What follows belongs to an exercise in optimizing a design on an open flow for small area, a short achievable clock period and few clock cycles per item; a production flow would make more cautious choices.
At most, simulation tests tie the RTL to the original design; equivalence was not proved.
No activity file was given, so power comes from the tool's default toggle rates.

==> flow/design.v <==
module apb_slave (
  input  logic        PCLK,
  input  logic        PRESETn,
  input  logic [31:0] PADDR,
  input  logic        PSEL,
  input  logic        PENABLE,
  input  logic        PWRITE,
  input  logic [31:0] PWDATA,
  output logic [31:0] PRDATA,
  output logic        PREADY,
  output logic        PSLVERR
);
  logic [15:0] [31:0] registers;
  logic [15:0]        written;
  logic [3:0]         wr_pending;
  logic        addr_valid;
  logic [15:0] addr_dec;
  logic [15:0] wen;
  assign addr_valid = (PADDR[31:6] == 0);
  assign addr_dec   = 16'b1 << PADDR[5:2];
  always_comb
    for (int i = 0; i < 16; i++)
      wen[i] = wr_pending[i / 4] && (PADDR[3:2] == 2'(i % 4));
  always_ff @(posedge PCLK or negedge PRESETn) begin
    if (!PRESETn) begin
      wr_pending <= '0;
      written    <= '0;
    end else begin
      wr_pending <= (PSEL && !PENABLE && PWRITE && addr_valid) ? 4'b1 << PADDR[5:4] : 4'b0;
      written    <= written | wen;
    end
  end
  always_ff @(posedge PCLK) begin
    for (int i = 0; i < 16; i++)
      if (wen[i])
        registers[i] <= PWDATA;
  end
  logic [31:0] rdata;
  logic [15:0] rsel_lo, rsel_hi;
  apb_rsel u_rsel_lo (.idx(PADDR[5:2]), .written(written), .sel(rsel_lo));
  apb_rsel u_rsel_hi (.idx(PADDR[5:2]), .written(written), .sel(rsel_hi));
  always_comb begin
    rdata = '0;
    for (int i = 0; i < 16; i++) begin
      rdata[15:0]  = rdata[15:0]  | (registers[i][15:0]  & {16{rsel_lo[i]}});
      rdata[31:16] = rdata[31:16] | (registers[i][31:16] & {16{rsel_hi[i]}});
    end
  end
  always_ff @(posedge PCLK) begin
    PRDATA  <= rdata;
    PSLVERR <= !addr_valid;
  end
  assign PREADY = 1'b1;
endmodule
module apb_rsel (
  input  logic [3:0]  idx,
  input  logic [15:0] written,
  output logic [15:0] sel
);
  assign sel = (16'b1 << idx) & written;
endmodule
export LEC_CHECK = 0
export CAP_MARGIN = 20
export CORE_MARGIN = 2
export CORE_UTILIZATION = 40
export CTS_CLUSTER_DIAMETER = 100
export CTS_CLUSTER_SIZE = 30
export SETUP_SLACK_MARGIN = 3.0
export SLEW_MARGIN = 20
export SYNTH_HIERARCHICAL = 1
create_clock -name core_clock -period 5.0 [get_ports {PCLK}]
standard.sh (not shown) runs the stock make flow with config.mk's settings and CLKGATE_MAP_FILE= SYNTH_SCRIPT=/design/flow/synth_recipe.tcl, a recipe that flattens the netlist after the stock synthesis.
==> flow/flow/run.sh <==
#!/bin/bash
# The standard layout, with every port buffered by a plain buf_1 (ORFS's
# buffer_ports otherwise picks a delay cell); repair_timing resizes as needed.
set -euo pipefail
bash standard.sh finish "BUFFER_PORTS_ARGS=-buffer_cell sky130_fd_sc_hd__buf_1" > standard.log 2>&1
==> next run, changes <==
--- a/flow/design.v
+++ b/flow/design.v
@@ -13,5 +13,5 @@
   logic [15:0] [31:0] registers;
   logic [15:0]        written;
-  logic [3:0]         wr_pending;
+  logic               wr_pending;
   logic        addr_valid;
   logic [15:0] addr_dec;
@@ -19,13 +19,11 @@
   assign addr_valid = (PADDR[31:6] == 0);
   assign addr_dec   = 16'b1 << PADDR[5:2];
-  always_comb
-    for (int i = 0; i < 16; i++)
-      wen[i] = wr_pending[i / 4] && (PADDR[3:2] == 2'(i % 4));
+  assign wen        = wr_pending ? addr_dec : 16'b0;
   always_ff @(posedge PCLK or negedge PRESETn) begin
     if (!PRESETn) begin
-      wr_pending <= '0;
+      wr_pending <= 1'b0;
       written    <= '0;
     end else begin
-      wr_pending <= (PSEL && !PENABLE && PWRITE && addr_valid) ? 4'b1 << PADDR[5:4] : 4'b0;
+      wr_pending <= PSEL && !PENABLE && PWRITE && addr_valid;
       written    <= written | wen;
     end
What happened:
- global-route usage rises by 0.73 points
- total power hardly moves
- routed wire length climbs by 0.80%
- count of clock-buffer cells in the layout does not change
- critical path depth is unchanged
- fmax is higher by 0.32%
- non-clock buffer count rose by 46
- sequential share of layout area decreases by 1.8 points
- design area grows by 2.1%
- final cell count increases by 1.7%
Function was not checked in any run of this note: the RTL went through the layout flow alone.

* * *

oak:
Another version of the RTL of apb_slave (not shown whole).
Size: ~100 I/O pins, roughly 0.020 sq mm of cells after synthesis.
==> module apb_slave, before the edit <==
module apb_slave (
  input  logic        PCLK,
  input  logic        PRESETn,
  input  logic [31:0] PADDR,
  input  logic        PSEL,
  input  logic        PENABLE,
  input  logic        PWRITE,
  input  logic [31:0] PWDATA,
  output logic [31:0] PRDATA,
  output logic        PREADY,
  output logic        PSLVERR
);
  logic [15:0] [31:0] registers;
  logic [15:0]        written;
  logic               wr_pending;
  logic        addr_valid;
  logic [15:0] addr_dec;
  logic [15:0] wen;
  assign addr_valid = (PADDR[31:6] == 0);
  assign addr_dec   = 16'b1 << PADDR[5:2];
  assign wen        = wr_pending ? addr_dec : 16'b0;
  always_ff @(posedge PCLK or negedge PRESETn) begin
    if (!PRESETn) begin
      wr_pending <= 1'b0;
      written    <= '0;
    end else begin
      wr_pending <= PSEL && !PENABLE && PWRITE && addr_valid;
      written    <= written | wen;
    end
  end
  always_ff @(posedge PCLK) begin
    for (int i = 0; i < 16; i++)
      if (wen[i])
        registers[i] <= PWDATA;
  end
  logic [31:0] rdata;
  logic [15:0] rsel;
  apb_rsel u_rsel (.idx(PADDR[5:2]), .written(written), .sel(rsel));
  always_comb begin
    rdata = '0;
    for (int i = 0; i < 16; i++)
      rdata = rdata | (registers[i] & {32{rsel[i]}});
  end
  always_ff @(posedge PCLK) begin
    PRDATA  <= rdata;
    PSLVERR <= !addr_valid;
  end
  assign PREADY = 1'b1;
endmodule
clock: 5.0 ns
lec_check: 0
cap_margin: 20
core_margin: 2
core_utilization: 40
cts_cluster_diameter: 100
cts_cluster_size: 30
setup_slack_margin: 2.8
slew_margin: 20
synth_hierarchical: 1
Scripts as last shown in full above: flow/flow/run.sh
Setup changes, oak to pine
==> flow/design.v <==
module apb_slave (
  input  logic        PCLK,
  input  logic        PRESETn,
  input  logic [31:0] PADDR,
  input  logic        PSEL,
  input  logic        PENABLE,
  input  logic        PWRITE,
  input  logic [31:0] PWDATA,
  output logic [31:0] PRDATA,
  output logic        PREADY,
  output logic        PSLVERR
);
  logic [15:0] [31:0] registers;
  logic [15:0]        written;
  logic [15:0]        wen;
  logic        addr_valid;
  logic [15:0] addr_dec;
  assign addr_valid = (PADDR[31:6] == 0);
  assign addr_dec   = 16'b1 << PADDR[5:2];
  always_ff @(posedge PCLK or negedge PRESETn) begin
    if (!PRESETn) begin
      wen        <= '0;
      written    <= '0;
    end else begin
      wen        <= (PSEL && !PENABLE && PWRITE && addr_valid) ? addr_dec : 16'b0;
      written    <= written | wen;
    end
  end
  always_ff @(posedge PCLK) begin
    for (int i = 0; i < 16; i++)
      if (wen[i])
        registers[i] <= PWDATA;
  end
  logic [31:0] rdata;
  logic [15:0] rsel_lo, rsel_hi;
  apb_rsel u_rsel_lo (.idx(PADDR[5:2]), .written(written), .sel(rsel_lo));
  apb_rsel u_rsel_hi (.idx(PADDR[5:2]), .written(written), .sel(rsel_hi));
  for (genvar b = 0; b < 32; b++) begin : g_rd
    logic [15:0] s;
    logic [5:0]  p;
    logic [1:0]  h;
    assign s = (b < 16) ? rsel_lo : rsel_hi;
    for (genvar k = 0; k < 5; k++) begin : g_p
      apb_aoi222 u_p (.a(s[3*k]), .b(registers[3*k][b]), .c(s[3*k+1]), .d(registers[3*k+1][b]),
                      .e(s[3*k+2]), .f(registers[3*k+2][b]), .y(p[k]));
    end
    assign p[5] = !(s[15] && registers[15][b]);
    apb_nand3 u_h0 (.a(p[0]), .b(p[1]), .c(p[2]), .y(h[0]));
    apb_nand3 u_h1 (.a(p[3]), .b(p[4]), .c(p[5]), .y(h[1]));
    assign rdata[b] = h[0] | h[1];
  end
  always_ff @(posedge PCLK) begin
    PRDATA  <= rdata;
    PSLVERR <= !addr_valid;
  end
  assign PREADY = 1'b1;
endmodule
module apb_rsel (
  input  logic [3:0]  idx,
  input  logic [15:0] written,
  output logic [15:0] sel
);
  assign sel = (16'b1 << idx) & written;
endmodule
module apb_aoi222 (input logic a, b, c, d, e, f, output logic y);
  assign y = !((a && b) || (c && d) || (e && f));
endmodule
module apb_nand3 (input logic a, b, c, output logic y);
  assign y = !(a && b && c);
endmodule
Comparing pine with oak, the relative contribution of the clock network to total power came out essentially unchanged.
Comparing oak and pine, the lower post-detailed-routing wire length was measured on pine.
On pine: number of buffers added for setup after CTS is 20 lower than what oak gave.
[diff] register-to-register slack, pine relative to oak: improvement
The footprint of the multi-input gates of pine is lower than that of oak.
oak leaves less setup margin than pine.
Power on pine is behind oak.
oak → pine: total number of cells along the worst setup path fell 1, total number of nets in the final design dropped 2.4%, fraction of synthesis flops using an asynchronous set or reset pin grew by 2.5 points, data arrival time of the critical path lower.
Startpoint of the most critical setup path = PADDR[3]: pine; startpoint of the most critical setup path = PADDR[2]: oak
pine against oak: power of the sequential group moved up, final critical-path share of the clock period fell 1.0 points.
Testbench counts of pine, summed over its fixed seeds: cycles 32,000, transfers 16,000.
No functional check of the RTL was part of oak.

* * *

apb_slave, a different RTL version from the one above (not shown whole).
Size: about 19000 um^2 of cells after synthesis.
// apb_slave
module apb_slave (
  input  logic        PCLK,
  input  logic        PRESETn,
  input  logic [31:0] PADDR,
  input  logic        PSEL,
  input  logic        PENABLE,
  input  logic        PWRITE,
  input  logic [31:0] PWDATA,
  output logic [31:0] PRDATA,
  output logic        PREADY,
  output logic        PSLVERR
);
==> module apb_slave, before the edit <==
module apb_slave (
  input  logic        PCLK,
  input  logic        PRESETn,
  input  logic [31:0] PADDR,
  input  logic        PSEL,
  input  logic        PENABLE,
  input  logic        PWRITE,
  input  logic [31:0] PWDATA,
  output logic [31:0] PRDATA,
  output logic        PREADY,
  output logic        PSLVERR
);
  logic [15:0] [31:0] registers;
  logic [15:0]        written;
  logic [3:0]         wgrp;
  logic [15:0]        wen;
  logic        addr_valid;
  logic [15:0] addr_dec;
  assign addr_valid = (PADDR[31:6] == 0);
  assign addr_dec   = 16'b1 << PADDR[5:2];
  always_comb
    for (int i = 0; i < 16; i++)
      wen[i] = wgrp[i / 4] && (PADDR[3:2] == 2'(i % 4));
  always_ff @(posedge PCLK or negedge PRESETn) begin
    if (!PRESETn) begin
      wgrp       <= '0;
      written    <= '0;
    end else begin
      wgrp       <= (PSEL && !PENABLE && PWRITE && addr_valid) ? 4'b1 << PADDR[5:4] : 4'b0;
      written    <= written | wen;
    end
  end
  always_ff @(posedge PCLK) begin
    for (int i = 0; i < 16; i++)
      if (wen[i])
        registers[i] <= PWDATA;
  end
  logic [31:0] rdata;
  logic [15:0] rsel_lo, rsel_hi;
  apb_rsel u_rsel_lo (.idx(PADDR[5:2]), .written(written), .sel(rsel_lo));
  apb_rsel u_rsel_hi (.idx(PADDR[5:2]), .written(written), .sel(rsel_hi));
  for (genvar b = 0; b < 32; b++) begin : g_rd
    logic [15:0] s;
    logic [5:0]  p;
    logic [1:0]  h;
    assign s = (b < 16) ? rsel_lo : rsel_hi;
    for (genvar k = 0; k < 5; k++) begin : g_p
      apb_aoi222 u_p (.a(s[3*k]), .b(registers[3*k][b]), .c(s[3*k+1]), .d(registers[3*k+1][b]),
                      .e(s[3*k+2]), .f(registers[3*k+2][b]), .y(p[k]));
    end
    assign p[5] = !(s[15] && registers[15][b]);
    apb_nand3 u_h0 (.a(p[0]), .b(p[1]), .c(p[2]), .y(h[0]));
    apb_nand3 u_h1 (.a(p[3]), .b(p[4]), .c(p[5]), .y(h[1]));
    assign rdata[b] = h[0] | h[1];
  end
  always_ff @(posedge PCLK) begin
    PRDATA  <= rdata;
    PSLVERR <= !addr_valid;
  end
  assign PREADY = 1'b1;
endmodule
==> module apb_rsel, before the edit <==
module apb_rsel (
  input  logic [3:0]  idx,
  input  logic [15:0] written,
  output logic [15:0] sel
);
  assign sel = (16'b1 << idx) & written;
endmodule
==> module apb_aoi222, before the edit <==
module apb_aoi222 (input logic a, b, c, d, e, f, output logic y);
  assign y = !((a && b) || (c && d) || (e && f));
endmodule
==> module apb_nand3, before the edit <==
module apb_nand3 (input logic a, b, c, output logic y);
  assign y = !(a && b && c);
endmodule
export LEC_CHECK = 0
export CAP_MARGIN = 20
export CORE_MARGIN = 2
export CORE_UTILIZATION = 40
export CTS_CLUSTER_DIAMETER = 100
export CTS_CLUSTER_SIZE = 30
export SETUP_SLACK_MARGIN = 3.0
export SLEW_MARGIN = 20
export SYNTH_HIERARCHICAL = 1
create_clock -name core_clock -period 5.0 [get_ports {PCLK}]
Scripts as last shown in full above: flow/flow/run.sh
Rerun with:
==> flow/design.v (replaced) <==
module apb_slave (
  input  logic        PCLK,
  input  logic        PRESETn,
  input  logic [31:0] PADDR,
  input  logic        PSEL,
  input  logic        PENABLE,
  input  logic        PWRITE,
  input  logic [31:0] PWDATA,
  output logic [31:0] PRDATA,
  output logic        PREADY,
  output logic        PSLVERR
);
  logic [15:0] [31:0] registers;
  logic [15:0]        written;
  logic [15:0]        wen;
  logic        addr_valid;
  logic [15:0] addr_dec;
  assign addr_valid = (PADDR[31:6] == 0);
  assign addr_dec   = 16'b1 << PADDR[5:2];
  always_ff @(posedge PCLK or negedge PRESETn) begin
    if (!PRESETn) begin
      wen        <= '0;
      written    <= '0;
    end else begin
      wen        <= (PSEL && !PENABLE && PWRITE && addr_valid) ? addr_dec : 16'b0;
      written    <= written | wen;
    end
  end
  always_ff @(posedge PCLK) begin
    for (int i = 0; i < 16; i++)
      if (wen[i])
        registers[i] <= ~PWDATA;
  end
  logic [31:0] rdata;
  logic [15:0] rsel_lo_n, rsel_hi_n;
  apb_rsel_n u_rsel_lo (.idx(PADDR[5:2]), .written(written), .sel_n(rsel_lo_n));
  apb_rsel_n u_rsel_hi (.idx(PADDR[5:2]), .written(written), .sel_n(rsel_hi_n));
  for (genvar b = 0; b < 32; b++) begin : g_rd
    logic [15:0] s_n;
    logic [7:0]  t;
    logic [3:0]  u_n;
    assign s_n = (b < 16) ? rsel_lo_n : rsel_hi_n;
    for (genvar k = 0; k < 8; k++) begin : g_t
      apb_oai22 u_t (.a(s_n[2*k]), .b(registers[2*k][b]), .c(s_n[2*k+1]), .d(registers[2*k+1][b]),
                     .y(t[k]));
    end
    for (genvar j = 0; j < 4; j++) begin : g_u
      apb_nor2 u_u (.a(t[2*j]), .b(t[2*j+1]), .y(u_n[j]));
    end
    apb_nand4 u_r (.a(u_n[0]), .b(u_n[1]), .c(u_n[2]), .d(u_n[3]), .y(rdata[b]));
  end
  always_ff @(posedge PCLK) begin
    PRDATA  <= rdata;
    PSLVERR <= !addr_valid;
  end
  assign PREADY = 1'b1;
endmodule
module apb_rsel_n (
  input  logic [3:0]  idx,
  input  logic [15:0] written,
  output logic [15:0] sel_n
);
  assign sel_n = ~((16'b1 << idx) & written);
endmodule
module apb_oai22 (input logic a, b, c, d, output logic y);
  assign y = !((a || b) && (c || d));
endmodule
module apb_nor2 (input logic a, b, output logic y);
  assign y = !(a || b);
endmodule
module apb_nand4 (input logic a, b, c, d, output logic y);
  assign y = !(a && b && c && d);
endmodule
Outcome: The new run passed the timing, design-rule and antenna checks; critical path depth drops by 2; cell count climbs by 13%; die area climbs by 2.3%; wire length drops by 7.0%; design area climbs by 2.2%; clock skew climbs by 0.028 ns; via count climbs by 4.2%; clock power climbs by about 5%; power climbs by 2.6%; core utilization barely changes.
Function was not checked in any run of this note: the RTL went through the layout flow alone.

port drivers added, routing unchanged:
In the flow no input, the clock included, has a driving cell. The finished layouts below were timed again as built, in two steps. Step 1 (the two cells are an assumption about what drives the block):
set clk [get_ports {PCLK}]
set_driving_cell -lib_cell sky130_fd_sc_hd__clkbuf_16 $clk
set_driving_cell -lib_cell sky130_fd_sc_hd__buf_2 [delete_from_list [all_inputs] $clk]
Step 2 also shifts input and output timing later by t, the mid clock arrival at the registers, as if the neighbouring blocks saw the same clock. a / b / c = no drivers / after step 1 / after step 2; a / b = the first two.
run | shift t [ns] | setup slack, ns | slew at the worst register clock pin (ns) | worst slew at a driven data input, ns | cell pins on the clock port's net
the first run of note 1 | 0.627 | 2.928 / 2.870 / 2.348 | 0.12 / 0.12 | 0.11 | 1
the second run of note 1 | 0.619 | 2.935 / 2.881 / 2.397 | 0.12 / 0.12 | 0.09 | 1
oak | 0.621 | 2.785 / 2.805 / 2.184 | 0.12 / 0.12 | 0.09 | 1
pine | 0.609 | 2.834 / 2.829 / 2.248 | 0.11 / 0.11 | 0.07 | 1
the first run of note 3 | 0.621 | 2.884 / 2.904 / 2.284 | 0.12 / 0.12 | 0.08 | 1
the second run of note 3 | 0.637 | 2.917 / 2.862 / 2.450 | 0.12 / 0.12 | 0.04 | 1
After both steps every run listed still meets setup and hold. The setup slack of oak, which loses most, moves by +0.020 ns with the drivers and by -0.601 ns with both steps.
